Background: an optimization exercise with open tools, aiming at small area. Do not read the settings as production practice.
Function was checked by simulation only, so behaviour that the tests miss may differ from the original.
No driver is modelled on the clock port, so clocking that relies on it looks cheaper here than on a real chip.
Power is estimated from default activity; no workload was simulated.

`design.v`:
```
`timescale 1ns / 1ps
module FreqCounter(
    input mclk,
    input rst,
    input signal,
    output [15:0] freq
);
reg [15:0] lr;       
wire [15:0] lfsr = lr ^ 16'haaaa;
reg [12:0] fc;       
reg        old;
reg [2:0]  av;
reg [14:0] sa;
reg [14:0] sm;
reg        p;
reg        m;        
reg [14:0] fq;       
wire gate_end = ({lfsr[15:11], lfsr[8:0]} == {5'b01100, 9'b110001011});
wire e = signal ^ old;
wire in6 = (av == 3'd6);
wire fin = gate_end & in6;
wire [13:0] fci;
inc #(13) i0(.a(fc), .ci(e), .s(fci));
wire wrap = fci[13];
wire [12:0] fcn = fci[12:0];
wire [15:0] sai;
inc #(15) i1(.a(sa), .ci(e), .s(sai));
wire [14:0] san = {sai[14:13] - wrap, sai[12:0]};
wire [15:0] smi;
inc #(15) i2(.a(sm), .ci(in6 ? e & p : e), .s(smi));
wire [14:0] smn = {smi[14:12] - (wrap ? (in6 ? 3'd1 : 3'd2) : 3'd0), smi[11:0]};
always @(posedge mclk) begin
    if (rst) begin
        lr <= 16'haaaa; fc <= 0; old <= 0; av <= 0; sa <= 0; sm <= 0; p <= 0; m <= 0; fq <= 0;
    end else begin
        old <= signal;
        lr <= (gate_end ? 16'd0 : {lfsr[14:0], ~(lfsr[15] ^ lfsr[12])}) ^ 16'haaaa;
        fc  <= gate_end ? 13'd0 : fcn;
        if (gate_end)
            av <= av + 3'd1;
        m <= fin;
        sa <= m ? {14'd0, e} : san;
        if (fin) begin
            sm <= {3'd0, fcn[12:1]};
            p <= fcn[0];
        end else begin
            sm <= smn;
            if (in6)
                p <= p ^ e;
        end
        if (fin)
            fq <= smn;
        else if (m)
            fq <= sa;
    end
end
assign freq = {1'b0, fq};
endmodule
module inc #(parameter W = 8) (input [W-1:0] a, input ci, output [W:0] s);
wire [W:0] c;
assign c[0] = ci;
genvar i;
generate for (i = 0; i < W; i = i + 1) begin : g
    assign s[i] = a[i] ^ c[i];
    assign c[i+1] = a[i] & c[i];
end endgenerate
assign s[W] = c[W];
endmodule
```
`flow/run.sh`:
```
#!/bin/bash
# Standard ORFS layout, with two changes made through the flow's own variables:
# the port buffers are buf_1 cells, and CTS builds the clock tree from
# clkbuf_4 cells without dummy loads.
set -euo pipefail
export BUFFER_PORTS_ARGS="-buffer_cell sky130_fd_sc_hd__buf_1"
export CTS_ARGS="-sink_clustering_enable -repair_clock_nets -buf_list sky130_fd_sc_hd__clkbuf_4 -dont_use_dummy_load"
bash standard.sh finish > standard_flow.log 2>&1
```
`standard.sh`:
```
#!/bin/bash
# synth_recipe.tcl (not shown) runs the flow's synth.tcl, then flattens the netlist and writes it again
# the make line also repeats each setting of config.mk as NAME=value (left out here)
make -C /OpenROAD-flow-scripts/flow DESIGN_CONFIG=/design/flow/config.mk WORK_HOME=/design/flow/orfs CLKGATE_MAP_FILE= SYNTH_SCRIPT=/design/flow/synth_recipe.tcl "${@:-finish}"
```
`config.mk`:
```
export PLATFORM = sky130hd
export DESIGN_NAME = FreqCounter
export DESIGN_NICKNAME = FreqCounter
export VERILOG_FILES = /design/flow/design.v
export SDC_FILE = /design/flow/constraint.sdc
export NUM_CORES = 4
export LEC_CHECK = 0
export CAP_MARGIN = 20
export CORE_MARGIN = 2
export CORE_UTILIZATION = 70
export SLEW_MARGIN = 20
```
`constraint.sdc`:
```
create_clock -name core_clock -period 10.0 [get_ports {mclk}]
set_input_delay 2.0000 -clock core_clock [delete_from_list [all_inputs] [get_ports {mclk}]]
set_output_delay 2.0000 -clock core_clock [all_outputs]
set_load 0.01 [all_outputs]
```
==> metrics.md, run 1 <==
| Metric | Value |
|---|---|
| Leak | 1.61 nW |
| Starting Density | 72.8% |
| Final Wtd Congestion | 0.751 |
| P&R area growth vs syn | 3.36% |
| Fin. Hold Viols | 0 |
| CTS root buffer | clkbuf_4 |
| Worst-Margin Slew | 1.03 ns |
| Cells along the critical path | buf_1 -> xnor2_1 -> inv_1 -> ha_1 -> nor2_1 -> a21oi_1 -> ha_1 -> ha_1 -> ha_1 -> ha_1 -> ha_1 -> ha_1 -> ha_1 -> ha_1 -> ha_1 -> ha_1 -> ha_1 -> ha_1 -> ha_1 -> ha_1 -> fa_1 -> xnor2_1 -> xnor2_1 -> a211oi_2 |
| Met2 WL | 2460 um |
| Crit path max-delay cell type | fa_1 |
| Clock Sinks | 80 |
| 1st-iter DRT viols | 56 |
| Tot Pwr | 0.477 mW |
| Vias per cell | 5.30 |
| Mapped Area | 3460 um^2 |
| Buf/Inv on CP | 2 |
| Post-cts resize count | 0 |
| First-pass GRT wire length | 8540 um |
| Clock transition at the registers of the reported paths | 0.12 ns |
| Yosys warning total | 1 |
| Synth Register Bits | 80 |
| Row cnt | 25 |
| Detail Placement HPWL | 3580 um |
| Post-DR wirelength/cell | 12.9 um |
| Synth top area share | 46.2% |
| Post-layout nets | 378 |
| Total global routing overflow | 0 |
| HP Class | reg -> reg |
| Top cell by count, worst path | ha_1 |
| Synth area leader | dfxtp_1 |
| Worst-path maximum fanout | 3 |
| Die area | 5530 um^2 |
| Clock latency (worst-skew pair) | 0.41 ns |
| Initial antenna violation count | 0 |
| Distinct cells, synth | 39 |
| Critical path class | in -> reg |
| Synth area leaders | dfxtp_1 46%, ha_1 17%, and2_1 4.5% |
| Post-route DRC violation count | 0 |
| Clock Skew | 0.0268 ns |
| CTS tree | built |
| Pwr Density | 133 nW/um^2 |
| F_max | 166 MHz |
| Die H | 74.3 um |
| Metal1 wirelength | 2390 um |
| PortBufs | 17 |
| Final min period | 6.03 ns |
| CP Launch Type | input pin |
| Relative slew slack | 31.4% |
| DP Area | 3480 um^2 |
| # fillers | 355 |
| Pre-Repair DR Iteration Count | 4 |
| Routed wire length | 5090 um |
| Vias | 2082 |
| Share of cells above drive strength 1 | 12.3% |
| H-tree depth | 3 |
| DR top layer | met4 |
| Syn_nets | 364 |
| VDD IR-drop max | 0.101 mV |
| IO Pins | 19 |
| Ant. Diodes | 0 |
| Syn_area_per_cell | 11.0 um^2 |
| Min-delay src | lr[14]$_SDFF_PP0_ |
| Worst setup path startpoint | signal |
| Die X | 74.3 um |
| WL met3 | 99 um |
| ANT nets after route | 0 |
| Pin count of the biggest net entering global routing | 49 |
| Slew Viols, Final | 0 |
| CP endpoint kind | flop |
| Max clock buf depth | 2 |
| Cts hold-fix bufs | 0 |
| Vias in the first global route | 1971 |
| Final setup viols | 0 |
| Mapped Cells | 314 |
| Max-cap violations | 0 |
| CP delay by family, top | adder cells |
| Fin crit share | 60.3% |
| Fin area | 3580 um^2 |
| RSZ-0062 raised after global routing | no |
| Setup tns final | 0 ns |
| RR Startpoint | av[0]$_SDFFE_PP0P_ |
| Core ar. | 4750 um^2 |
| Status | timing/DRC/antenna clean |
| CP max stage delay | 0.44 ns |
| Worst EP arrival | 6.30 ns |
| CP required | 10.28 ns |
| Global Route Usage Sum | 20.9% |
| Setup bufs post-CTS | 0 |
| Inserted Clock Buffers | 9 |
| Seq/Total Area, Yosys | 46.2% |
-- final timing paths --
check / slack (ns) / to / cells past startpoint
max: 3.97 / fq[14]$_SDFFE_PP0P_ / 24
min: 0.37 / lr[15]$_SDFF_PP1_ / 1
max reg2reg: 5.38 / fq[14]$_SDFFE_PP0P_ / 23
min reg2reg: 0.37 / lr[15]$_SDFF_PP1_ / 1
-- cells by family (layout without fill, tap and decap cells) --
kind of cell	count (synthesis)	count (layout)	synth area share [%]
and+or+nand+nor	107	107	17.3
muxes	14	14	4.05
xor gates and xnor gates	7	7	1.77
other	1	1	0.108
buffers and inverters	22	34	4.55
adders and majority gates	47	47	17.2
DFF	80	80	46.2
AOI/OAI and AO/OA	36	36	8.74
-- area by class of cell --
class / count / area (um^2) / area share [%]
multi-input cells: 212 / 1700 / 47.6
inverters: 6 / 22.5 / 0.629
clock buffers: 9 / 67.6 / 1.89
repair buffers: 19 / 100 / 2.80
flip-flops and latches: 80 / 1600 / 44.7
well taps: 67 / 83.8 / 2.34
-- cells in the final DEF, fill, tap and decap left out --
| cell | instances |
|---|---|
| a211oi_1 | 7 |
| a211oi_2 | 11 |
| a21oi_1 | 11 |
| a21oi_2 | 5 |
| a311oi_1 | 1 |
| and2_1 | 25 |
| and3_1 | 1 |
| and4_1 | 1 |
| and4b_1 | 1 |
| and4bb_2 | 2 |
| buf_1 | 16 |
| buf_16 | 1 |
| buf_4 | 1 |
| clkbuf_2 | 1 |
| clkbuf_4 | 9 |
| conb_1 | 1 |
| dfxtp_1 | 80 |
| fa_1 | 1 |
| ha_1 | 46 |
| inv_1 | 6 |
| mux2i_1 | 14 |
| nand2_1 | 26 |
| nand2_2 | 5 |
| nand2b_1 | 5 |
| nand4_2 | 1 |
| nand4_4 | 1 |
| nor2_1 | 26 |
| nor2b_1 | 4 |
| nor2b_4 | 1 |
| nor3_1 | 4 |
| nor3b_1 | 1 |
| nor4b_4 | 1 |
| o21ai_0 | 1 |
| or2_2 | 1 |
| or3_1 | 1 |
| xnor2_1 | 6 |
| xor2_1 | 1 |
-- through the flow --
step           util [%]  hold WS, ns  setup slack (ns)  cells
3_3_place_gp       73.3        0.348              3.57    383
2_1_floorplan         -        0.343              3.87    314
3_5_place_dp       73.3        0.356              3.49    383
6_report           75.3        0.374              3.97    393
4_1_cts            74.7        0.382              3.94    392
5_1_grt            75.3        0.390              3.67    393
-- flip-flops by register name, summed over array words and instances (netlist names) --
| signal | count |
|---|---|
| lr | 16 |
| fq | 15 |
| sa | 15 |
| sm | 15 |
| fc | 13 |
| av | 3 |
| m | 1 |
| old | 1 |
| p | 1 |
-- cell usage after synthesis --
library cell / instances
buf_1: 1
nand2_1: 26
nor3b_1: 1
and2_1: 25
buf_4: 2
nor4b_4: 1
and3_1: 1
nor2b_4: 1
buf_6: 4
a211oi_1: 7
a21oi_2: 5
or2_2: 1
buf_12: 1
o21ai_0: 1
and4bb_2: 2
nor3_1: 4
a211oi_2: 11
and4_1: 1
clkbuf_8: 2
ha_1: 46
nor2b_1: 4
nand2b_1: 5
and4b_1: 1
nand4_2: 1
mux2i_1: 14
nand4_4: 1
inv_1: 6
clkbuf_1: 5
nor2_1: 26
a311oi_1: 1
or3_1: 1
nand2_2: 5
buf_2: 1
xor2_1: 1
fa_1: 1
a21oi_1: 11
conb_1: 1
xnor2_1: 6
dfxtp_1: 80
-- metal layers --
layer  track usage, %  vias to the layer above
met5                0                        -
met4             11.9                        0
met3             3.66                       10
met2             35.0                       21
met1             25.3                      963
li1                 -                     1088
-- power breakdown --
part | internal (mW) | leakage, nW | switching [mW]
clock network | 0.0419 | 0.0414 | 0.0898
logic | 0.00754 | 0.920 | 0.0120
registers | 0.323 | 0.647 | 0.00214
total | 0.373 | 1.61 | 0.104
-- worst reg2reg max path: cells and delay by family (launching register included) --
family / cells / cell delay, ns
xor gates and xnor gates: 2 / 0.34
AOI/OAI and AO/OA: 2 / 0.14
buffers and inverters: 1 / 0.09
DFF: 1 / 0.33
and+or+nand+nor: 2 / 0.25
adders and majority gates: 16 / 3.35
==> inputs of run 2 (changes only) <==
--- a/design.v
+++ b/design.v
@@ -6,6 +6,5 @@
     output [15:0] freq
 );
-reg [15:0] lr;       
-wire [15:0] lfsr = lr ^ 16'haaaa;
+reg [15:0] lfsr;     
 reg [12:0] fc;       
 reg        old;
@@ -32,8 +31,8 @@
 always @(posedge mclk) begin
     if (rst) begin
-        lr <= 16'haaaa; fc <= 0; old <= 0; av <= 0; sa <= 0; sm <= 0; p <= 0; m <= 0; fq <= 0;
+        lfsr <= 0; fc <= 0; old <= 0; av <= 0; sa <= 0; sm <= 0; p <= 0; m <= 0; fq <= 0;
     end else begin
         old <= signal;
-        lr <= (gate_end ? 16'd0 : {lfsr[14:0], ~(lfsr[15] ^ lfsr[12])}) ^ 16'haaaa;
+        lfsr <= gate_end ? 16'd0 : {lfsr[14:0], ~(lfsr[15] ^ lfsr[12])};
         fc  <= gate_end ? 13'd0 : fcn;
         if (gate_end)
==> flow/run.sh (replaced) <==
#!/bin/bash
# Standard ORFS layout, with three changes made through the flow's own
# variables and hooks:
#  - the port buffers are buf_1 cells;
#  - CTS builds the clock tree from clkbuf_4 cells without dummy loads;
#  - after CTS, flow/downsize.tcl moves logic cells to a smaller drive strength
#    wherever timing, slew and capacitance still hold with margin.
set -euo pipefail
export BUFFER_PORTS_ARGS="-buffer_cell sky130_fd_sc_hd__buf_1"
export CTS_ARGS="-sink_clustering_enable -repair_clock_nets -buf_list sky130_fd_sc_hd__clkbuf_4 -dont_use_dummy_load"
export POST_CTS_TCL="$PWD/flow/downsize.tcl"
bash standard.sh finish > standard_flow.log 2>&1
==> flow/downsize.tcl (new file) <==
# Downsize logic cells to drive strength 1 where timing, slew and
# capacitance still hold with margin.
proc ds_ok {} {
  estimate_parasitics -placement
  if {[sta::worst_slack_cmd max] < 0.5e-9} { return 0 }
  if {[sta::worst_slack_cmd min] < 0.05e-9} { return 0 }
  if {[sta::max_slew_violation_count] > 0} { return 0 }
  if {[sta::max_capacitance_violation_count] > 0} { return 0 }
  if {[sta::max_slew_check_slack_limit] < 0.15} { return 0 }
  if {[sta::max_capacitance_check_slack_limit] < 0.15} { return 0 }
  return 1
}
set db [ord::get_db]
set block [ord::get_db_block]
set n 0; set saved 0.0
if {![ds_ok]} { puts "downsize: design not clean before, skipping" } else {
foreach inst [$block getInsts] {
  set m [$inst getMaster]
  set name [$m getName]
  if {![regexp {^(sky130_fd_sc_hd__[a-z0-9]+)_([0-9]+)$} $name -> base drv]} continue
  if {$drv <= 1} continue
  if {[regexp {clkbuf|clkinv|clkdly|dfxtp|dfrtp|tap|fill|decap|conb|dlygate} $base]} continue
  set old_area [expr {[$m getWidth] * [$m getHeight]}]
  foreach d {0 1 2 4} {
    if {$d >= $drv} break
    set cand [$db findMaster ${base}_$d]
    if {$cand eq "NULL" || $cand eq ""} continue
    if {[$cand getWidth] >= [$m getWidth]} continue
    $inst swapMaster $cand
    if {[ds_ok]} {
      incr n
      set saved [expr {$saved + ($old_area - [$cand getWidth] * [$cand getHeight]) / 1e6}]
      puts "downsize: [$inst getName] $name -> [$cand getName]"
      break
    }
    $inst swapMaster $m
  }
}
}
estimate_parasitics -placement
puts "downsize: $n cells, [format %.1f $saved] um2"
==> metrics.md, run 2 <==
| Metric | Value |
|---|---|
| Status | timing/DRC/antenna clean |
| Vias in the first global route | 2048 |
| ANT nets after route | 0 |
| Initial antenna violation count | 0 |
| CP required | 10.33 ns |
| Final Wtd Congestion | 0.706 |
| Commonest non-fill, non-tap cell in the layout | dfxtp_1 |
| Synth Register Bits | 80 |
| GRT met1 Usage | 24.0% |
| Post-route DRC violation count | 0 |
| PortBufs | 17 |
| CTS tree | built |
| RSZ-0062 raised after global routing | no |
| Most frequent cells in the layout | 80 x dfxtp_1, 46 x ha_1, 34 x and2_1 |
| Worst setup path startpoint | signal |
| Vias per cell | 5.57 |
| Vias | 2104 |
| F_max | 165 MHz |
| Met2 Track Usage GR | 36.6% |
| Pre-Repair DR Iteration Count | 4 |
| Starting Density | 71.9% |
| Ant. Diodes | 0 |
| Setup tns final | 0 ns |
| Final setup viols | 0 |
| Fin. Hold Viols | 0 |
| 1st-iter DRT viols | 66 |
| Leak | 1.55 nW |
| First-pass GRT wire length | 8630 um |
| Syn_area_per_cell | 10.8 um^2 |
| Mapped Cells | 312 |
| Post-DR wirelength/cell | 13.1 um |
| R2R cell count | 23 |
| Top Usage Layer GRT | met2 |
| Synth area leaders | dfxtp_1 47%, ha_1 17%, and2_1 6.3% |
| P&R area growth vs syn | 2.08% |
| Syn_nets | 362 |
| RR Startpoint | old$_SDFF_PP0_ |
| Max-cap violations | 0 |
| Synth top area share | 47.5% |
| CP Launch Type | input pin |
| VDD IR-drop max | 0.106 mV |
| Die H | 73.4 um |
| Met3 usage | 4.53% |
| Fin crit share | 60.5% |
| Global Route Usage Sum | 21.0% |
| Largest Register | lfsr |
| Yosys warning total | 1 |
| Relative slew slack | 38.0% |
| Post-synth top flop | dfxtp_1 |
| Top cells by count, synth | 80 x dfxtp_1, 46 x ha_1, 34 x and2_1, 27 x nand2_1, 21 x nor2_1 |
| Distinct cells, synth | 33 |
| Post-synth EDFFs | 0 |
| Worst-path maximum fanout | 3 |
| Ys async rst share | 0% |
| Worst EP arrival | 6.38 ns |
| Core ar. | 4690 um^2 |
| Multi-input logic area | 1610 um^2 |
| CP Capture Point | fq[14]$_SDFFE_PP0P_ |
| Total global routing overflow | 0 |
| Detail Placement HPWL | 3510 um |
| Register area | 1600 um^2 |
| Clock latency (worst-skew pair) | 0.41 ns |
| Pin count of the biggest net entering global routing | 50 |
| Synth area leader | dfxtp_1 |
| Pwr Density | 138 nW/um^2 |
| IO Pins | 19 |
| # fillers | 355 |
| Final min period | 6.05 ns |
| Mapped Area | 3370 um^2 |
| Seq/Total Area, Yosys | 47.5% |
| CP endpoint kind | flop |
| Number of flip-flops under the largest register name | 16 |
| Clock Skew | 0.0271 ns |
| Slew Viols, Final | 0 |
| Critical path class | in -> reg |
| Hold path depth | 1 |
| Die X | 73.4 um |
| Share of cells above drive strength 1 | 5.25% |
| Clock transition at the registers of the reported paths | 0.11 ns |
| Critical R2R Capture | fq[14]$_SDFFE_PP0P_ |
| Row cnt | 25 |
| Worst-Margin Slew | 0.923 ns |
| Die area | 5390 um^2 |
| Flop-to-flop setup slack | 5.31 ns |
| Top-count cell post-synth | dfxtp_1 |
| HP Class | reg -> reg |
| Post-layout nets | 376 |
| Final Hold Slack | 0.438 ns |
| Routed wire length | 4960 um |
| Clock Sinks | 80 |
run 2: worst min-delay path by stage:
stage                              startpoint                  end  slack [ns]
after detailed placement  lfsr[10]$_SDFF_PP0_  lfsr[11]$_SDFF_PP0_        0.41
after floorplan            lfsr[9]$_SDFF_PP0_  lfsr[10]$_SDFF_PP0_        0.41
after global placement    lfsr[10]$_SDFF_PP0_  lfsr[11]$_SDFF_PP0_        0.41
final                     lfsr[10]$_SDFF_PP0_  lfsr[11]$_SDFF_PP0_        0.44
after global routing      lfsr[10]$_SDFF_PP0_  lfsr[11]$_SDFF_PP0_        0.46
run 2: power breakdown:
group / leakage [nW] / switching [mW] / internal (mW)
Clock: 0.0414 / 0.0899 / 0.0419
Combinational: 0.864 / 0.0104 / 0.00643
Sequential: 0.647 / 0.00190 / 0.323
run 2: stage by stage:
| stage | setup slack (ns) | cell area, um^2 | std cells | total power [mW] | utilization [%] |
|---|---|---|---|---|---|
| detailed placement | 3.50 | 3440 | 369 | 0.350 | 73.3 |
| global route | 3.73 | 3440 | 378 | 0.495 | 73.4 |
| floorplan | 3.88 | 3370 | 312 | 0.346 | - |
| finish | 3.95 | 3440 | 378 | 0.474 | 73.4 |
| global placement | 3.59 | 3440 | 369 | 0.350 | 73.3 |
run 2: critical path, cell delays in order:
cell and delay (ns):
buf_1 0.09, xnor2_1 0.23, inv_1 0.12, ha_1 0.20, nor2_1 0.10, a21oi_1 0.05
ha_1 0.19, ha_1 0.18, ha_1 0.17, ha_1 0.18, ha_1 0.18, ha_1 0.18
ha_1 0.18, ha_1 0.18, ha_1 0.18, ha_1 0.19, ha_1 0.18, ha_1 0.18
ha_1 0.18, ha_1 0.30, fa_1 0.44, xnor2_1 0.15, xnor2_1 0.14, a211oi_1 0.21
run 2: cell type report:
class,instances,share of cell area [%]
Sequential cell,80,46.5
Inverter,5,0.545
Tap cell,54,1.96
Clock buffer,9,1.96
Timing Repair Buffer,19,2.14
Multi-Input combinational cell,211,46.9
run 2: layer usage:
layer | part of all wire, % | wire (um) | vias to the layer above
met1 | 47 | 2350 | 979
met5 | 0 | 0 | -
li1 | - | - | 1093
met3 | 2.1 | 106 | 10
met4 | 2.3 | 116 | 0
met2 | 48 | 2380 | 22
run 2: kinds of logic after synthesis:
family,after synthesis,share of synthesized area (%)
simple gates,106,17.5
flops,80,47.5
fa+ha+maj,47,17.7
compound gates,37,8.53
buf+inv,21,2.97
mux,14,4.15
xor+xnor,6,1.56
other cells,1,0.111
==> inputs of run 3 (changes only) <==
--- a/design.v
+++ b/design.v
@@ -6,5 +6,6 @@
     output [15:0] freq
 );
-reg [15:0] lfsr;     
+reg [15:0] lr;       
+wire [15:0] lfsr = lr ^ 16'haaaa;
 reg [12:0] fc;       
 reg        old;
@@ -31,8 +32,8 @@
 always @(posedge mclk) begin
     if (rst) begin
-        lfsr <= 0; fc <= 0; old <= 0; av <= 0; sa <= 0; sm <= 0; p <= 0; m <= 0; fq <= 0;
+        lr <= 16'haaaa; fc <= 0; old <= 0; av <= 0; sa <= 0; sm <= 0; p <= 0; m <= 0; fq <= 0;
     end else begin
         old <= signal;
-        lfsr <= gate_end ? 16'd0 : {lfsr[14:0], ~(lfsr[15] ^ lfsr[12])};
+        lr <= (gate_end ? 16'd0 : {lfsr[14:0], ~(lfsr[15] ^ lfsr[12])}) ^ 16'haaaa;
         fc  <= gate_end ? 13'd0 : fcn;
         if (gate_end)
--- a/config.mk
+++ b/config.mk
@@ -8,4 +8,5 @@
 export CAP_MARGIN = 20
 export CORE_MARGIN = 2
-export CORE_UTILIZATION = 70
+export CORE_UTILIZATION = 85
+export PLACE_DENSITY = 0.9
 export SLEW_MARGIN = 20
==> metrics.md, run 3 <==
| Metric | Value |
|---|---|
| Status | timing/DRC/antenna clean |
| Finished Layout Cells | 376 |
| CTS tree | built |
| Syn_nets | 364 |
| CP Launch Type | input pin |
| Top-count cell post-synth | dfxtp_1 |
| Post-DR wirelength/cell | 15.5 um |
| Vias in the first global route | 2136 |
| Post-synth EDFFs | 0 |
| IO Pins | 19 |
| Post-route DRC violation count | 0 |
| Worst setup margin | 3.87 ns |
| Synth top area share | 46.2% |
| Final setup viols | 0 |
| Setup tns final | 0 ns |
| Min-delay src | lr[10]$_SDFF_PP0_ |
| Die area | 4600 um^2 |
| Post-synthesis adder-cell area fraction | 17.2% |
| Worst EP arrival | 6.47 ns |
| Mux share of post-synthesis cell area | 4.05% |
| RR Startpoint | old$_SDFF_PP0_ |
| Vias per cell | 5.74 |
| Yosys warning total | 1 |
| Relative slew slack | 33.4% |
| Clock transition at the registers of the reported paths | 0.12 ns |
| Mapped Area | 3460 um^2 |
| Die H | 67.8 um |
| Routed wire length | 5810 um |
| Worst-path maximum fanout | 3 |
| Pre-Repair DR Iteration Count | 4 |
| Mapped Cells | 314 |
| Pwr Density | 141 nW/um^2 |
| Clock Sinks | 80 |
| Ys async rst share | 0% |
| 1st-iter DRT viols | 83 |
| Number of flip-flops under the largest register name | 16 |
| Clock Skew | 0.0270 ns |
| Ant. Diodes | 0 |
| Largest family of logic cells by synthesized area | simple AND/OR/NAND/NOR gates |
| Distinct cells, synth | 39 |
| Fin. Hold Viols | 0 |
| Worst-Margin Slew | 0.997 ns |
| Critical path class | in -> reg |
| Worst setup path startpoint | signal |
| Row cnt | 23 |
| Total global routing overflow | 0 |
| RSZ-0062 raised after global routing | no |
| Synth Area in Simple Gates | 17.3% |
| Synth area leaders | dfxtp_1 46%, ha_1 17%, and2_1 4.5% |
| Starting Density | 87.2% |
| # fillers | 220 |
| Final Hold Slack | 0.385 ns |
| Detail Placement HPWL | 3990 um |
| Top cells by count, synth | 80 x dfxtp_1, 46 x ha_1, 26 x nand2_1, 26 x nor2_1, 25 x and2_1 |
| XOR/XNOR Fraction of Synth Area | 1.77% |
| Synth Register Bits | 80 |
| Compound-gate portion of the synthesized area | 8.74% |
| Initial antenna violation count | 0 |
| Synth area leader | dfxtp_1 |
| HP Class | reg -> reg |
| Global Route Usage Sum | 28.1% |
| Share of cells above drive strength 1 | 4.91% |
| Core ar. | 3970 um^2 |
| ANT nets after route | 0 |
| Seq/Total Area, Yosys | 46.2% |
| Place WS | 3.41 ns |
| PortBufs | 17 |
| Post-synth top flop | dfxtp_1 |
| F_max | 163 MHz |
| CP required | 10.34 ns |
| Max-cap violations | 0 |
| Commonest non-fill, non-tap cell in the layout | dfxtp_1 |
| Fin crit share | 61.3% |
| Most frequent cells in the layout | 80 x dfxtp_1, 46 x ha_1, 31 x nand2_1 |
| CP endpoint kind | flop |
| Largest Register | lr |
| Vias | 2159 |
| Final Wtd Congestion | 0.723 |
| Die X | 67.8 um |
| Clock latency (worst-skew pair) | 0.43 ns |
| VDD IR-drop max | 0.171 mV |
| Placed cells | 366 |
| First-pass GRT wire length | 9210 um |
| P&R area growth vs syn | -1.26% |
| Slew Viols, Final | 0 |
| Leak | 1.55 nW |
| Pin count of the biggest net entering global routing | 49 |
| Syn_area_per_cell | 11.0 um^2 |
| Post-layout nets | 378 |
| Final min period | 6.13 ns |
| Tot Pwr | 0.480 mW |
-- run 3: cell count changes in the layout (fill, tap and decap cells not counted), sizes merged, moves of 2 or more --
cell,previous run,this run
nand2,27,31
nor4,2,0
and4bb,0,2
a211oi,20,18
nor2,21,26
nand2b,1,5
and2,34,25
nor2b,9,5
-- run 3: worst paths after layout --
path / to / slack (ns) / depth (start not counted)
hold / removal: lr[11]$_SDFF_PP1_ / 0.39 / 1
setup / recovery: fq[14]$_SDFFE_PP0P_ / 3.87 / 24
setup reg to reg: fq[14]$_SDFFE_PP0P_ / 5.24 / 23
hold reg to reg: lr[11]$_SDFF_PP1_ / 0.39 / 1
-- run 3: cells by family after synthesis --
group | count (synthesis)
adders and majority gates | 47
muxes | 14
other | 1
xor gates and xnor gates | 7
DFF | 80
buffers and inverters | 22
and+or+nand+nor | 107
AOI/OAI and AO/OA | 36
-- run 3: power by group --
part	total [mW]	switching (mW)	internal, mW
Sequential	0.326	0.00233	0.323
Combinational	0.0186	0.0116	0.00702
Clock	0.136	0.0943	0.0419
Total	0.480	0.108	0.372
-- run 3: cell type report --
cell class | count | area, um^2 | share of cell area (%)
Clock buffer | 9 | 67.6 | 1.98
Inverter | 6 | 22.5 | 0.659
Multi-Input combinational cell | 212 | 1580 | 46.2
Sequential cell | 80 | 1600 | 46.8
Tap cell | 50 | 62.6 | 1.83
Timing Repair Buffer | 19 | 85.1 | 2.49
-- run 3: critical path: stages --
cell and delay [ns]:
buf_1 0.09, xnor2_1 0.26, inv_1 0.13, ha_1 0.20, nor2_1 0.11, a21oi_1 0.06, ha_1 0.19, ha_1 0.18
ha_1 0.17, ha_1 0.18, ha_1 0.18, ha_1 0.18, ha_1 0.18, ha_1 0.18, ha_1 0.18, ha_1 0.18
ha_1 0.18, ha_1 0.18, ha_1 0.18, ha_1 0.31, fa_1 0.45, xnor2_1 0.15, xnor2_1 0.15, a211oi_1 0.25
-- run 3: stage by stage --
stage	cell area, um^2	util (%)
final	3420	86.1
after global routing	3420	86.1
after detailed placement	3460	87.2
after global placement	3460	87.2
after floorplan	3460	-
-- run 3: per-layer routing --
layer  vias to the layer above  GRT usage, %  share of wire (%)
met5                         -             0                  0
met2                        46          50.4                 50
met4                         0          8.50                1.4
li1                       1095             -                  -
met1                      1007          31.3                 45
met3                        11          10.0                4.0
==> inputs of run 4 (changes only) <==
--- a/config.mk
+++ b/config.mk
@@ -8,5 +8,4 @@
 export CAP_MARGIN = 20
 export CORE_MARGIN = 2
-export CORE_UTILIZATION = 85
-export PLACE_DENSITY = 0.9
+export CORE_UTILIZATION = 70
 export SLEW_MARGIN = 20
==> metrics.md, run 4 <==
| Metric | Value |
|---|---|
| Worst-Margin Slew | 1.03 ns |
| Worst-path maximum fanout | 3 |
| Largest Register | lr |
| Switching Power | 0.102 mW |
| Final min period | 6.01 ns |
| Finished Layout Cells | 392 |
| RSZ-0062 raised after global routing | no |
| Post-DR wirelength/cell | 13.0 um |
| Pin count of the biggest net entering global routing | 49 |
| Clk network pwr share | 27.7% |
| Internal | 0.372 mW |
| Ant. Diodes | 0 |
| Most frequent cells in the layout | 80 x dfxtp_1, 46 x ha_1, 31 x nand2_1 |
| Initial antenna violation count | 0 |
| Total global routing overflow | 0 |
| CTS tree | built |
| Mapped Area | 3460 um^2 |
| Cells along the critical path | buf_1 -> xnor2_1 -> inv_1 -> ha_1 -> nor2_1 -> a21oi_1 -> ha_1 -> ha_1 -> ha_1 -> ha_1 -> ha_1 -> ha_1 -> ha_1 -> ha_1 -> ha_1 -> ha_1 -> ha_1 -> ha_1 -> ha_1 -> ha_1 -> fa_1 -> xnor2_1 -> xnor2_1 -> a211oi_1 |
| Worst EP arrival | 6.35 ns |
| Yosys warning total | 1 |
| CP max stage delay | 0.44 ns |
| Relative slew slack | 31.3% |
| Final Util | 72.1% |
| Pwr Density | 138 nW/um^2 |
| Synth Register Bits | 80 |
| Pre-Repair DR Iteration Count | 4 |
| Die area | 5530 um^2 |
| Vias per cell | 5.33 |
| Fin crit share | 60.1% |
| Detail Placement HPWL | 3580 um |
| Leak | 1.54 nW |
| Synth top area share | 46.2% |
| Max-cap violations | 0 |
| CP Launch Type | input pin |
| Distinct cells, synth | 39 |
| Routed wire length | 5090 um |
| Clock transition at the registers of the reported paths | 0.12 ns |
| Vias | 2088 |
| Post-layout nets | 377 |
| Clock Sinks | 80 |
| CP endpoint kind | flop |
| Core ar. | 4750 um^2 |
| HP Class | reg -> reg |
| Switching Share | 21.5% |
| Vias in the first global route | 1977 |
| VDD IR-drop max | 0.100 mV |
| Synth area leader | dfxtp_1 |
| Share of cells above drive strength 1 | 4.62% |
| Seq/Total Area, Yosys | 46.2% |
| PortBufs | 17 |
| Syn_nets | 364 |
| Post-route DRC violation count | 0 |
| Number of flip-flops under the largest register name | 16 |
| Die H | 74.3 um |
| Die X | 74.3 um |
| Placed cells | 383 |
| Fin. Hold Viols | 0 |
| Post-synth EDFFs | 0 |
| ANT nets after route | 0 |
| F_max | 166 MHz |
| IO Pins | 19 |
| Top cells by count, synth | 80 x dfxtp_1, 46 x ha_1, 26 x nand2_1, 26 x nor2_1, 25 x and2_1 |
| P&R area growth vs syn | -1.08% |
| Seq pwr share | 68.7% |
| Commonest non-fill, non-tap cell in the layout | dfxtp_1 |
| Final Hold Slack | 0.374 ns |
| CP required | 10.33 ns |
| First-pass GRT wire length | 8670 um |
| Ys async rst share | 0% |
| Combinational power share | 3.7% |
| Synth area leaders | dfxtp_1 46%, ha_1 17%, and2_1 4.5% |
| Clock Skew | 0.0247 ns |
| Status | timing/DRC/antenna clean |
| Syn_area_per_cell | 11.0 um^2 |
| Setup tns final | 0 ns |
| Final setup viols | 0 |
| Critical path class | in -> reg |
| Top cell by count, worst path | ha_1 |
| Crit path max-delay cell type | fa_1 |
| Starting Density | 72.8% |
| Final Wtd Congestion | 0.751 |
| Slew Viols, Final | 0 |
| Post-synth top flop | dfxtp_1 |
| Top-count cell post-synth | dfxtp_1 |
| Clock latency (worst-skew pair) | 0.41 ns |
| Global Route Usage Sum | 21.1% |
| Row cnt | 25 |
| Mapped Cells | 314 |
| 1st-iter DRT viols | 52 |
==> run 4: kinds of logic (layout without fill, tap and decap cells) <==
group           Yosys count  after routing  share of synthesized area (%)
xor+xnor                  7              7                           1.77
flops                    80             80                           46.2
mux                      14             14                           4.05
other cells               1              1                          0.108
buf+inv                  22             33                           4.55
simple gates            107            107                           17.3
fa+ha+maj                47             47                           17.2
compound gates           36             36                           8.74
==> run 4: power by group through the flow <==
| stage | Sequential [mW] | Clock, mW | Combinational, mW |
|---|---|---|---|
| finish | 0.325 | 0.131 | 0.0173 |
| global route | 0.326 | 0.149 | 0.0204 |
| detailed placement | 0.333 | 0 | 0.0200 |
| global placement | 0.333 | 0 | 0.0193 |
| floorplan | 0.332 | 0 | 0.0169 |
==> run 4: worst max-delay path: cells and delay by family <==
family | cells | cell delay (ns)
simple gates | 1 | 0.10
compound gates | 2 | 0.26
xor+xnor | 3 | 0.51
fa+ha+maj | 16 | 3.29
buf+inv | 2 | 0.20
==> run 4: final cells by class <==
| type | count | area (um^2) |
|---|---|---|
| clock buffer | 9 | 67.6 |
| fill | 378 | 1330 |
| inverter | 6 | 22.5 |
| multi-input combinational | 212 | 1580 |
| sequential | 80 | 1600 |
| tap | 67 | 83.8 |
| timing repair buffer | 18 | 70.1 |
==> run 4: stage by stage <==
stage	cell area [um^2]	setup slack [ns]	total power [mW]
after floorplan	3460	3.87	0.349
after global placement	3480	3.57	0.352
after detailed placement	3480	3.49	0.353
after global routing	3430	3.69	0.496
final	3430	3.99	0.474
==> run 4: final timing paths <==
| check | startpoint | to | slack, ns | depth (start not counted) |
|---|---|---|---|---|
| min reg2reg | lr[14]$_SDFF_PP0_ | lr[15]$_SDFF_PP1_ | 0.37 | 1 |
| min | lr[14]$_SDFF_PP0_ | lr[15]$_SDFF_PP1_ | 0.37 | 1 |
| max reg2reg | old$_SDFF_PP0_ | fq[14]$_SDFFE_PP0P_ | 5.40 | 23 |
| max | signal | fq[14]$_SDFFE_PP0P_ | 3.99 | 24 |
==> run 4: metal layers <==
metal | part of all wire, % | vias up | track usage, %
li1 | - | 1089 | -
met1 | 47 | 963 | 25.9
met2 | 48 | 26 | 35.0
met3 | 2.4 | 10 | 3.66
met4 | 2.7 | 0 | 11.9
met5 | 0 | - | 0
==> inputs of run 5 (changes only) <==
--- a/flow/downsize.tcl
+++ b/flow/downsize.tcl
@@ -7,6 +7,6 @@
   if {[sta::max_slew_violation_count] > 0} { return 0 }
   if {[sta::max_capacitance_violation_count] > 0} { return 0 }
-  if {[sta::max_slew_check_slack_limit] < 0.15} { return 0 }
-  if {[sta::max_capacitance_check_slack_limit] < 0.15} { return 0 }
+  if {[sta::max_slew_check_slack_limit] < 0.08} { return 0 }
+  if {[sta::max_capacitance_check_slack_limit] < 0.08} { return 0 }
   return 1
 }
--- a/config.mk
+++ b/config.mk
@@ -6,6 +6,6 @@
 export NUM_CORES = 4
 export LEC_CHECK = 0
-export CAP_MARGIN = 20
+export CAP_MARGIN = 5
 export CORE_MARGIN = 2
 export CORE_UTILIZATION = 70
-export SLEW_MARGIN = 20
+export SLEW_MARGIN = 5
==> metrics.md, run 5 <==
| Metric | Value |
|---|---|
| Post-synth top flop | dfxtp_1 |
| CP required | 10.33 ns |
| Finished Layout Cells | 392 |
| Syn_nets | 364 |
| CP Launch Type | input pin |
| Post-layout nets | 377 |
| First-pass GRT wire length | 8670 um |
| Commonest non-fill, non-tap cell in the layout | dfxtp_1 |
| Min-delay src | lr[14]$_SDFF_PP0_ |
| Synth top area share | 46.2% |
| Worst-path maximum fanout | 3 |
| HP Class | reg -> reg |
| R2R cell count | 23 |
| Compound-gate portion of the synthesized area | 8.74% |
| Ys async rst share | 0% |
| Clock transition at the registers of the reported paths | 0.12 ns |
| RR Startpoint | old$_SDFF_PP0_ |
| Pwr Density | 138 nW/um^2 |
| ANT nets after route | 0 |
| Synth Area in Simple Gates | 17.3% |
| Critical path class | in -> reg |
| Most frequent cells in the layout | 80 x dfxtp_1, 46 x ha_1, 31 x nand2_1 |
| Synth Register Bits | 80 |
| VDD IR-drop max | 0.100 mV |
| Clock Skew | 0.0247 ns |
| Vias per cell | 5.33 |
| Largest Register | lr |
| Leak | 1.54 nW |
| # fillers | 378 |
| Initial antenna violation count | 0 |
| Mapped Cells | 314 |
| Multi-input logic area | 1580 um^2 |
| Ant. Diodes | 0 |
| Core ar. | 4750 um^2 |
| XOR/XNOR Fraction of Synth Area | 1.77% |
| Placed cells | 383 |
| Starting Density | 72.8% |
| Top cells by count, synth | 80 x dfxtp_1, 46 x ha_1, 26 x nand2_1, 26 x nor2_1, 25 x and2_1 |
| Die H | 74.3 um |
| Synth area leaders | dfxtp_1 46%, ha_1 17%, and2_1 4.5% |
| Die area | 5530 um^2 |
| Clock latency (worst-skew pair) | 0.41 ns |
| Post-DR wirelength/cell | 13.0 um |
| Critical R2R Capture | fq[14]$_SDFFE_PP0P_ |
| Worst-case hold path end point | lr[15]$_SDFF_PP1_ |
| Post-route DRC violation count | 0 |
| Final Wtd Congestion | 0.751 |
| Synth area leader | dfxtp_1 |
| Worst-Margin Slew | 1.03 ns |
| Fin crit share | 60.1% |
| Number of flip-flops under the largest register name | 16 |
| Syn_area_per_cell | 11.0 um^2 |
| Vias | 2088 |
| Vias in the first global route | 1977 |
| Distinct cells, synth | 39 |
| Top-count cell post-synth | dfxtp_1 |
| PortBufs | 17 |
| Flop-to-flop setup slack | 5.40 ns |
| Setup tns final | 0 ns |
| Post-synthesis adder-cell area fraction | 17.2% |
| Clock Sinks | 80 |
| CP endpoint kind | flop |
| Pin count of the biggest net entering global routing | 49 |
| Yosys warning total | 1 |
| Status | timing/DRC/antenna clean |
| Row cnt | 25 |
| 1st-iter DRT viols | 52 |
| Hold path depth | 1 |
| Global Route Usage Sum | 21.1% |
| Tot Pwr | 0.474 mW |
| Pre-Repair DR Iteration Count | 4 |
| Post-synth EDFFs | 0 |
| Final setup viols | 0 |
| Mux share of post-synthesis cell area | 4.05% |
| P&R area growth vs syn | -1.08% |
| Fin. Hold Viols | 0 |
| Routed wire length | 5090 um |
| Relative slew slack | 31.3% |
| Max-cap violations | 0 |
| Detail Placement HPWL | 3580 um |
| Die X | 74.3 um |
| Seq/Total Area, Yosys | 46.2% |
| IO Pins | 19 |
| Share of cells above drive strength 1 | 4.62% |
| Total global routing overflow | 0 |
| Largest family of logic cells by synthesized area | simple AND/OR/NAND/NOR gates |
| Slew Viols, Final | 0 |
| CTS tree | built |
| Worst EP arrival | 6.35 ns |
| RSZ-0062 raised after global routing | no |
| F_max | 166 MHz |
| Mapped Area | 3460 um^2 |
| Final min period | 6.01 ns |
| Register area | 1600 um^2 |
[run 5: cell counts after synthesis]
Identical to the previous run, type by type.
[run 5: per-stage QoR]
step                setup slack, ns  utilization, %  cell area (um^2)  hold WS [ns]
finish                         3.99            72.1              3430         0.374
global placement               3.57            73.3              3480         0.348
floorplan                      3.87               -              3460         0.343
detailed placement             3.49            73.3              3480         0.356
global route                   3.69            72.1              3430         0.390
[run 5: worst max-delay path by stage]
stage,startpoint,end,depth (start not counted)
after floorplan,signal,fq[14]$_SDFFE_PP0P_,23
after global placement,signal,fq[14]$_SDFFE_PP0P_,24
after detailed placement,signal,fq[14]$_SDFFE_PP0P_,24
after global routing,signal,fq[14]$_SDFFE_PP0P_,24
final,signal,fq[14]$_SDFFE_PP0P_,24
[run 5: logic make-up after synthesis]
group | after synthesis
simple gates | 107
flops | 80
fa+ha+maj | 47
compound gates | 36
buf+inv | 22
mux | 14
xor+xnor | 7
other cells | 1
[run 5: layer usage]
| metal | vias to the layer above | GRT usage [%] | part of all wire [%] |
|---|---|---|---|
| met3 | 10 | 3.66 | 2.4 |
| li1 | 1089 | - | - |
| met5 | - | 0 | 0 |
| met1 | 963 | 25.9 | 47 |
| met2 | 26 | 35.0 | 48 |
| met4 | 0 | 11.9 | 2.7 |
[run 5: final cells by class]
cell class              count  share of cell area, %
flip-flops and latches     80                   46.7
multi-input cells         212                   46.1
well taps                  67                   2.45
repair buffers             18                   2.05
clock buffers               9                   1.97
inverters                   6                  0.657
[run 5: worst max-delay path: stages]
cell      delay [ns]
buf_1           0.09
xnor2_1         0.23
inv_1           0.11
ha_1            0.19
nor2_1          0.10
a21oi_1         0.05
ha_1            0.19
ha_1            0.18
ha_1            0.18
ha_1            0.19
ha_1            0.18
ha_1            0.18
ha_1            0.18
ha_1            0.18
ha_1            0.18
ha_1            0.18
ha_1            0.19
ha_1            0.18
ha_1            0.18
ha_1            0.29
fa_1            0.44
xnor2_1         0.14
xnor2_1         0.14
a211oi_1        0.21
[run 5: power by group]
part / switching [mW] / internal (mW)
clock: 0.0892 / 0.0419
sequential: 0.00190 / 0.323
combinational: 0.0106 / 0.00666
==> inputs of run 6 (changes only) <==
--- a/design.v
+++ b/design.v
@@ -13,5 +13,5 @@
 reg [14:0] sa;
 reg [14:0] sm;
-reg        p;
+reg        h0;       
 reg        m;        
 reg [14:0] fq;       
@@ -28,9 +28,9 @@
 wire [14:0] san = {sai[14:13] - wrap, sai[12:0]};
 wire [15:0] smi;
-inc #(15) i2(.a(sm), .ci(in6 ? e & p : e), .s(smi));
+inc #(15) i2(.a(sm), .ci(in6 ? e & (h0 ^ fc[0]) : e), .s(smi));
 wire [14:0] smn = {smi[14:12] - (wrap ? (in6 ? 3'd1 : 3'd2) : 3'd0), smi[11:0]};
 always @(posedge mclk) begin
     if (rst) begin
-        lr <= 16'haaaa; fc <= 0; old <= 0; av <= 0; sa <= 0; sm <= 0; p <= 0; m <= 0; fq <= 0;
+        lr <= 16'haaaa; fc <= 0; old <= 0; av <= 0; sa <= 0; sm <= 0; h0 <= 0; m <= 0; fq <= 0;
     end else begin
         old <= signal;
@@ -43,10 +43,7 @@
         if (fin) begin
             sm <= {3'd0, fcn[12:1]};
-            p <= fcn[0];
-        end else begin
+            h0 <= fcn[0];
+        end else
             sm <= smn;
-            if (in6)
-                p <= p ^ e;
-        end
         if (fin)
             fq <= smn;
--- a/flow/downsize.tcl
+++ b/flow/downsize.tcl
@@ -7,6 +7,6 @@
   if {[sta::max_slew_violation_count] > 0} { return 0 }
   if {[sta::max_capacitance_violation_count] > 0} { return 0 }
-  if {[sta::max_slew_check_slack_limit] < 0.08} { return 0 }
-  if {[sta::max_capacitance_check_slack_limit] < 0.08} { return 0 }
+  if {[sta::max_slew_check_slack_limit] < 0.15} { return 0 }
+  if {[sta::max_capacitance_check_slack_limit] < 0.15} { return 0 }
   return 1
 }
--- a/config.mk
+++ b/config.mk
@@ -6,6 +6,6 @@
 export NUM_CORES = 4
 export LEC_CHECK = 0
-export CAP_MARGIN = 5
+export CAP_MARGIN = 20
 export CORE_MARGIN = 2
 export CORE_UTILIZATION = 70
-export SLEW_MARGIN = 5
+export SLEW_MARGIN = 20
==> metrics.md, run 6 <==
| Metric | Value |
|---|---|
| Status | timing/DRC/antenna clean |
| Clock latency (worst-skew pair) | 0.39 ns |
| Pin count of the biggest net entering global routing | 50 |
| Vias in the first global route | 2109 |
| Die H | 73.5 um |
| CP Launch Type | input pin |
| Met2 WL | 2690 um |
| Row cnt | 25 |
| Hold path depth | 1 |
| Final Wtd Congestion | 0.724 |
| Starting Density | 72.1% |
| Die X | 73.5 um |
| CTS tree | built |
| VDD IR-drop max | 0.112 mV |
| Flop-to-flop setup slack | 5.63 ns |
| WL met3 | 104 um |
| Ant. Diodes | 0 |
| Clock Sinks | 80 |
| Worst-path maximum fanout | 3 |
| Vias | 2128 |
| Share of cells above drive strength 1 | 4.62% |
| Compound-gate portion of the synthesized area | 8.65% |
| Max-cap violations | 0 |
| Final min period | 5.65 ns |
| Distinct cells, synth | 36 |
| RR Startpoint | av[0]$_SDFFE_PP0P_ |
| Slew Viols, Final | 0 |
| Vias per cell | 5.61 |
| CP max stage delay | 0.42 ns |
| Most frequent cells in the layout | 80 x dfxtp_1, 45 x ha_1, 32 x nand2_1 |
| XOR/XNOR Fraction of Synth Area | 2.07% |
| Seq/Total Area, Yosys | 47.3% |
| Post-synth EDFFs | 0 |
| Mapped Cells | 314 |
| Routed wire length | 5290 um |
| Critical R2R Capture | fq[13]$_SDFFE_PP0P_ |
| Fin. Hold Viols | 0 |
| CP endpoint kind | flop |
| Worst setup path startpoint | signal |
| Leak | 1.51 nW |
| Metal1 wirelength | 2430 um |
| Worst-Margin Slew | 0.962 ns |
| Largest Register | lr |
| ANT nets after route | 0 |
| Top cells by count, synth | 80 x dfxtp_1, 45 x ha_1, 32 x nand2_1, 28 x nor2_1, 25 x and2_1 |
| Crit path max-delay cell type | fa_1 |
| CP required | 10.24 ns |
| Synth area leader | dfxtp_1 |
| Fin crit share | 56.5% |
| Detail Placement HPWL | 3710 um |
| Top-count cell post-synth | dfxtp_1 |
| Relative slew slack | 35.8% |
| Yosys warning total | 1 |
| Core ar. | 4690 um^2 |
| Final Util | 72.2% |
| Synth top area share | 47.3% |
| Commonest non-fill, non-tap cell in the layout | dfxtp_1 |
| Post-DR wirelength/cell | 14.0 um |
| IO Pins | 19 |
| First-pass GRT wire length | 9050 um |
| Post-synthesis adder-cell area fraction | 17.2% |
| Clock transition at the registers of the reported paths | 0.10 ns |
| Clock Skew | 0.0176 ns |
| Initial antenna violation count | 0 |
| Synth Area in Simple Gates | 16.5% |
| Tot Pwr | 0.476 mW |
| Global Route Usage Sum | 21.7% |
| P&R area growth vs syn | 0.111% |
| Buf/Inv on CP | 3 |
| Cells along the critical path | buf_1 -> xnor2_1 -> inv_1 -> ha_1 -> ha_1 -> ha_1 -> ha_1 -> ha_1 -> ha_1 -> ha_1 -> ha_1 -> ha_1 -> ha_1 -> ha_1 -> ha_1 -> ha_1 -> and3_1 -> ha_1 -> inv_1 -> fa_1 -> nor2_1 -> a211oi_1 |
| Synth Register Bits | 80 |
| Mapped Area | 3380 um^2 |
| Post-synth top flop | dfxtp_1 |
| F_max | 177 MHz |
| Mux share of post-synthesis cell area | 3.84% |
| HP Class | reg -> reg |
| R2R cell count | 20 |
| CP delay by family, top | adder cells |
| Post-route DRC violation count | 0 |
| Top cell by count, worst path | ha_1 |
| Min-delay src | lr[10]$_SDFF_PP0_ |
| RSZ-0062 raised after global routing | no |
| Die area | 5410 um^2 |
| Number of flip-flops under the largest register name | 16 |
| Pwr Density | 141 nW/um^2 |
| PortBufs | 17 |
| Largest family of logic cells by synthesized area | adder cells |
| Synth area leaders | dfxtp_1 47%, ha_1 17%, a211oi_2 4.8% |
| Total global routing overflow | 0 |
| Syn_nets | 363 |
| Worst-case hold path end point | lr[11]$_SDFF_PP1_ |
| 1st-iter DRT viols | 74 |
| Ys async rst share | 0% |
| Worst EP arrival | 5.88 ns |
| DR top layer | met4 |
| Post-layout nets | 376 |
| Pre-Repair DR Iteration Count | 4 |
| Syn_area_per_cell | 10.8 um^2 |
| Critical path class | in -> reg |
| Final setup viols | 0 |
| Setup tns final | 0 ns |
run 6: changes by cell type in the layout (fill, tap and decap cells not counted), sizes merged, moves of 2 or more:
cell    before  now
or2b         0    2
nor2b        5    3
a21oi       16   14
or4          0    2
nor2        26   28
nor4         0    2
and4bb       2    0
buf         17   19
run 6: metrics by stage:
stage                     hold WS [ns]  cell area, um^2  cells  setup WS (ns)
final                            0.377             3390    379           4.35
after floorplan                  0.343             3380    314           4.32
after detailed placement         0.361             3420    370           3.92
after global placement           0.347             3420    370           4.06
after global routing             0.407             3390    379           4.19
run 6: cell type report:
| class | count | area, um^2 |
|---|---|---|
| clock buffers | 9 | 67.6 |
| fillers | 390 | 1300 |
| inverters | 5 | 18.8 |
| multi-input cells | 211 | 1560 |
| flip-flops and latches | 80 | 1600 |
| well taps | 54 | 67.6 |
| repair buffers | 20 | 77.6 |
run 6: where the power goes:
group	internal, mW	switching [mW]	total, mW
Clock	0.0420	0.0906	0.133
Sequential	0.323	0.00238	0.326
Combinational	0.00686	0.0111	0.0180
Total	0.372	0.104	0.476
run 6: logic make-up after synthesis:
family | Yosys count
and+or+nand+nor | 108
DFF | 80
adders and majority gates | 46
AOI/OAI and AO/OA | 35
buffers and inverters | 23
muxes | 13
xor gates and xnor gates | 8
other | 1
run 6: routing by layer:
layer / track usage (%) / vias to the layer above
met5: 0 / -
met4: 10.3 / 0
met3: 3.70 / 7
met2: 38.3 / 22
met1: 25.5 / 1013
li1: - / 1086
run 6: worst max-delay path by stage:
stage / end / depth (start not counted) / slack, ns
2_1_floorplan: fq[13]$_SDFFE_PP0P_ / 21 / 4.32
3_3_place_gp: fq[13]$_SDFFE_PP0P_ / 22 / 4.06
3_5_place_dp: fq[13]$_SDFFE_PP0P_ / 22 / 3.92
5_1_grt: fq[13]$_SDFFE_PP0P_ / 22 / 4.19
6_report: fq[13]$_SDFFE_PP0P_ / 22 / 4.35

port drivers added, routing unchanged:
Ports are ideal in the flow. The routed layouts listed here were re-timed in OpenROAD. Step 1 assumes that a clkbuf_16 drives the clock port and a buf_2 every other input. Step 2 also shifts input and output timing later by t, the mid clock arrival at the registers, as if the neighbouring blocks saw the same clock. Slacks: ideal ports / drivers / drivers and shift; pairs: ideal ports / drivers.
run	t (ns)	slack for setup (ns)	worst hold slack (ns)
run 1	0.424	3.974 / 3.979 / 3.554	0.374 / 0.374 / 0.374
run 2	0.418	3.950 / 3.954 / 3.536	0.438 / 0.438 / 0.438
run 3	0.438	3.870 / 3.875 / 3.437	0.385 / 0.385 / 0.385
run 4	0.423	3.988 / 3.993 / 3.570	0.374 / 0.374 / 0.374
run 5	0.423	3.988 / 3.993 / 3.570	0.374 / 0.374 / 0.374
run 6	0.408	4.353 / 4.359 / 3.951	0.377 / 0.377 / 0.377
After both steps every run listed still meets setup and hold. For run 3, which loses most, drivers alone change the setup slack by +0.005 ns; drivers and shift together by -0.433 ns.
